What follows belongs to an exercise in optimizing a design on an open flow for small area; a production flow would make more cautious choices.
In this exercise RTL edits were held to simulation tests only and were not proved equivalent to the original.

## sfi5_rx_if_v6_16bit
module sfi5_rx_if_v6_16bit
(
	i_CLK,
	i_RST,
	iv_RXDATA00,
	iv_RXDATA01,
	iv_RXDATA02,
	iv_RXDATA03,
	iv_RXDATA04,
	iv_RXDATA05,
	iv_RXDATA06,
	iv_RXDATA07,
	iv_RXDATA08,
	iv_RXDATA09,
	iv_RXDATA10,
	iv_RXDATA11,
	iv_RXDATA12,
	iv_RXDATA13,
	iv_RXDATA14,
	iv_RXDATA15,
	iv_DESKEW_CHANNEL,
	i_FRAMES2LOCK,
	i_FRAMES2UNLOCK,
	iv_MISMATCHES_2_UNLOCK,
	i_CLEAR_FRAME_ERRORS,
	i_CLEAR_MISMATCHES,
	ov_RXDATA00,
	ov_RXDATA01,
	ov_RXDATA02,
	ov_RXDATA03,
	ov_RXDATA04,
	ov_RXDATA05,
	ov_RXDATA06,
	ov_RXDATA07,
	ov_RXDATA08,
	ov_RXDATA09,
	ov_RXDATA10,
	ov_RXDATA11,
	ov_RXDATA12,
	ov_RXDATA13,
	ov_RXDATA14,
	ov_RXDATA15,
	o_RXLOF,
	o_RXLOF_HISTORY,
	ov_FRAME_ERRORS,
	ov_FRAMES_RECEIVED,
	ov_DATA_MISMATCHES_CH00,
	ov_DATA_MISMATCHES_CH01,
	ov_DATA_MISMATCHES_CH02,
	ov_DATA_MISMATCHES_CH03,
	ov_DATA_MISMATCHES_CH04,
	ov_DATA_MISMATCHES_CH05,
	ov_DATA_MISMATCHES_CH06,
	ov_DATA_MISMATCHES_CH07,
	ov_DATA_MISMATCHES_CH08,
	ov_DATA_MISMATCHES_CH09,
	ov_DATA_MISMATCHES_CH10,
	ov_DATA_MISMATCHES_CH11,
	ov_DATA_MISMATCHES_CH12,
	ov_DATA_MISMATCHES_CH13,
	ov_DATA_MISMATCHES_CH14,
	ov_DATA_MISMATCHES_CH15,
	ov_RXFRAME_SHIFT,
	ov_RXDATA_SHIFT_CH00,
	ov_RXDATA_SHIFT_CH01,
	ov_RXDATA_SHIFT_CH02,
	ov_RXDATA_SHIFT_CH03,
	ov_RXDATA_SHIFT_CH04,
	ov_RXDATA_SHIFT_CH05,
	ov_RXDATA_SHIFT_CH06,
	ov_RXDATA_SHIFT_CH07,
	ov_RXDATA_SHIFT_CH08,
	ov_RXDATA_SHIFT_CH09,
	ov_RXDATA_SHIFT_CH10,
	ov_RXDATA_SHIFT_CH11,
	ov_RXDATA_SHIFT_CH12,
	ov_RXDATA_SHIFT_CH13,
	ov_RXDATA_SHIFT_CH14,
	ov_RXDATA_SHIFT_CH15,
	o_RXOOA
);
For scale: about 7500 cells after synthesis, about 2500 flip-flops, ~960 I/O pins, about 85000 sq um of cells after synthesis.
clock: 5.0 ns
lec_check: 0
cap_margin: 20
core_margin: 2
core_utilization: 60
cts_buf_list: sky130_fd_sc_hd__clkbuf_8
cts_cluster_diameter: 80
cts_cluster_size: 14
slew_margin: 20
synth_hierarchical: 1
synth_minimum_keep_size: 0
run.sh (not shown) runs the stock make flow with config.mk's settings and CLKGATE_MAP_FILE= SYNTH_SCRIPT=/design/flow/synth_recipe.tcl, a recipe that flattens the netlist after the stock synthesis.
Next try:
==> flow/flow/run.sh (new file) <==
#!/bin/bash
# The standard layout (the standard.sh, standard synthesis unchanged) with two
# changes: ports are buffered with the smallest buffer, and clock tree synthesis
# uses small buffers without dummy loads. Each tool's output goes to its own log
# under orfs/logs; make's own output goes to flow_make.log here.
set -euo pipefail
export BUFFER_PORTS_ARGS="-buffer_cell sky130_fd_sc_hd__buf_1"
export CTS_ARGS="-sink_clustering_enable -repair_clock_nets -dont_use_dummy_load -buf_list sky130_fd_sc_hd__clkbuf_8 -sink_clustering_size 14 -sink_clustering_max_diameter 80"
bash standard.sh > flow_make.log 2>&1
==> flow/standard.sh (new file) <==
#!/bin/bash
# synth_recipe.tcl (not shown) runs the flow's synth.tcl, then flattens the netlist and writes it again
# the make line also repeats each setting of config.mk as NAME=value (left out here)
make -C /OpenROAD-flow-scripts/flow DESIGN_CONFIG=/design/flow/config.mk WORK_HOME=/design/flow/orfs CLKGATE_MAP_FILE= SYNTH_SCRIPT=/design/flow/synth_recipe.tcl "${@:-finish}"
removed: flow/run.sh
=> Via count is about the same. Wire length is lower slightly. Count of clock-buffer cells in the layout is lower by 2. Worst setup slack gets better by 0.088 ns. Cell count hardly moves. First-iteration DRC count is lower by a little under a tenth.

---

the previous run:
Another version of the RTL of sfi5_rx_if_v6_16bit (not shown whole).
For scale: ~0.084 mm² of cells after synthesis.
Settings: LEC_CHECK=0, CAP_MARGIN=20, CORE_MARGIN=2, CORE_UTILIZATION=60, SLEW_MARGIN=20, SYNTH_HIERARCHICAL=1, SYNTH_MINIMUM_KEEP_SIZE=0; clock period 5.0 ns.
standard.sh (not shown) runs the stock make flow with config.mk's settings and CLKGATE_MAP_FILE= SYNTH_SCRIPT=/design/flow/synth_recipe.tcl, a recipe that flattens the netlist after the stock synthesis.
==> flow/flow/run.sh <==
#!/bin/bash
# The standard layout (the standard.sh, standard synthesis unchanged) with two
# changes: ports are buffered with the smallest buffer, and clock tree synthesis
# uses small buffers without dummy loads. Each tool's output goes to its own log
# under orfs/logs; make's own output goes to flow_make.log here.
set -euo pipefail
export BUFFER_PORTS_ARGS="-buffer_cell sky130_fd_sc_hd__buf_1"
export CTS_ARGS="-sink_clustering_enable -repair_clock_nets -dont_use_dummy_load -buf_list sky130_fd_sc_hd__clkbuf_8 -sink_clustering_size 15 -sink_clustering_max_diameter 120"
bash standard.sh > flow_make.log 2>&1
Relative to the previous run, the following input files were edited for the current run:
- an added CTS_CLUSTER_DIAMETER of 80
- an added CTS_BUF_LIST of sky130_fd_sc_hd__clkbuf_8
- an added CTS_CLUSTER_SIZE of 14
diff --git a/flow/flow/run.sh b/flow/flow/run.sh
--- a/flow/flow/run.sh
+++ b/flow/flow/run.sh
@@ -8 +8 @@
-export CTS_ARGS="-sink_clustering_enable -repair_clock_nets -dont_use_dummy_load -buf_list sky130_fd_sc_hd__clkbuf_8 -sink_clustering_size 15 -sink_clustering_max_diameter 120"
+export CTS_ARGS="-sink_clustering_enable -repair_clock_nets -dont_use_dummy_load -buf_list sky130_fd_sc_hd__clkbuf_8 -sink_clustering_size 14 -sink_clustering_max_diameter 80"
==> comparison <==
Delta (the current run minus the previous run): clock network contribution to total cell area up 0.17 points, post-route cell area has remained practically unchanged.
Re transition time of the tightest slew-check pin: the previous run and the current run aren't equal, and the higher value belongs to the current run.
The current run | stages: all done | timing, DRC, antenna: all pass
Having completed the whole flow, the previous run delivered a layout that passed the timing, DRC and antenna checks.
The previous run → the current run: initial antenna violation count rose by 5, met3 track demand over resource rose by 0.24 points.

-- port drivers added, routing unchanged --
The flow's constraints put no driver on any port. The routed layouts listed below were extracted and timed again, unchanged, in two steps.
Step 1, drivers: a clkbuf_16 drives i_CLK and a buf_2 each remaining input, both assumed.
Step 2 times the ports against the registers' clock, not the clock port: input delays grow and output delays shrink by t, the midpoint of the rising clock arrivals with the driver on.
Slacks: no drivers / after step 1 / after step 2; pairs: no drivers / after step 1.
run | shift t [ns] | setup WS [ns] | hold WS [ns] | worst slew at a driven data input, ns
the first run of note 1 | 1.014 | 0.746 / 0.662 / 0.872 | 0.315 / 0.315 / 0.315 | 0.18
the second run of note 1 | 0.977 | 0.833 / 0.833 / 0.833 | 0.150 / 0.090 / 0.305 | 0.19
the previous run | 0.985 | 1.043 / 1.043 / 1.043 | 0.133 / 0.080 / 0.312 | 0.19
the current run | 0.982 | 1.043 / 1.043 / 1.043 | 0.144 / 0.081 / 0.307 | 0.19
After both steps every run listed still meets setup and hold.
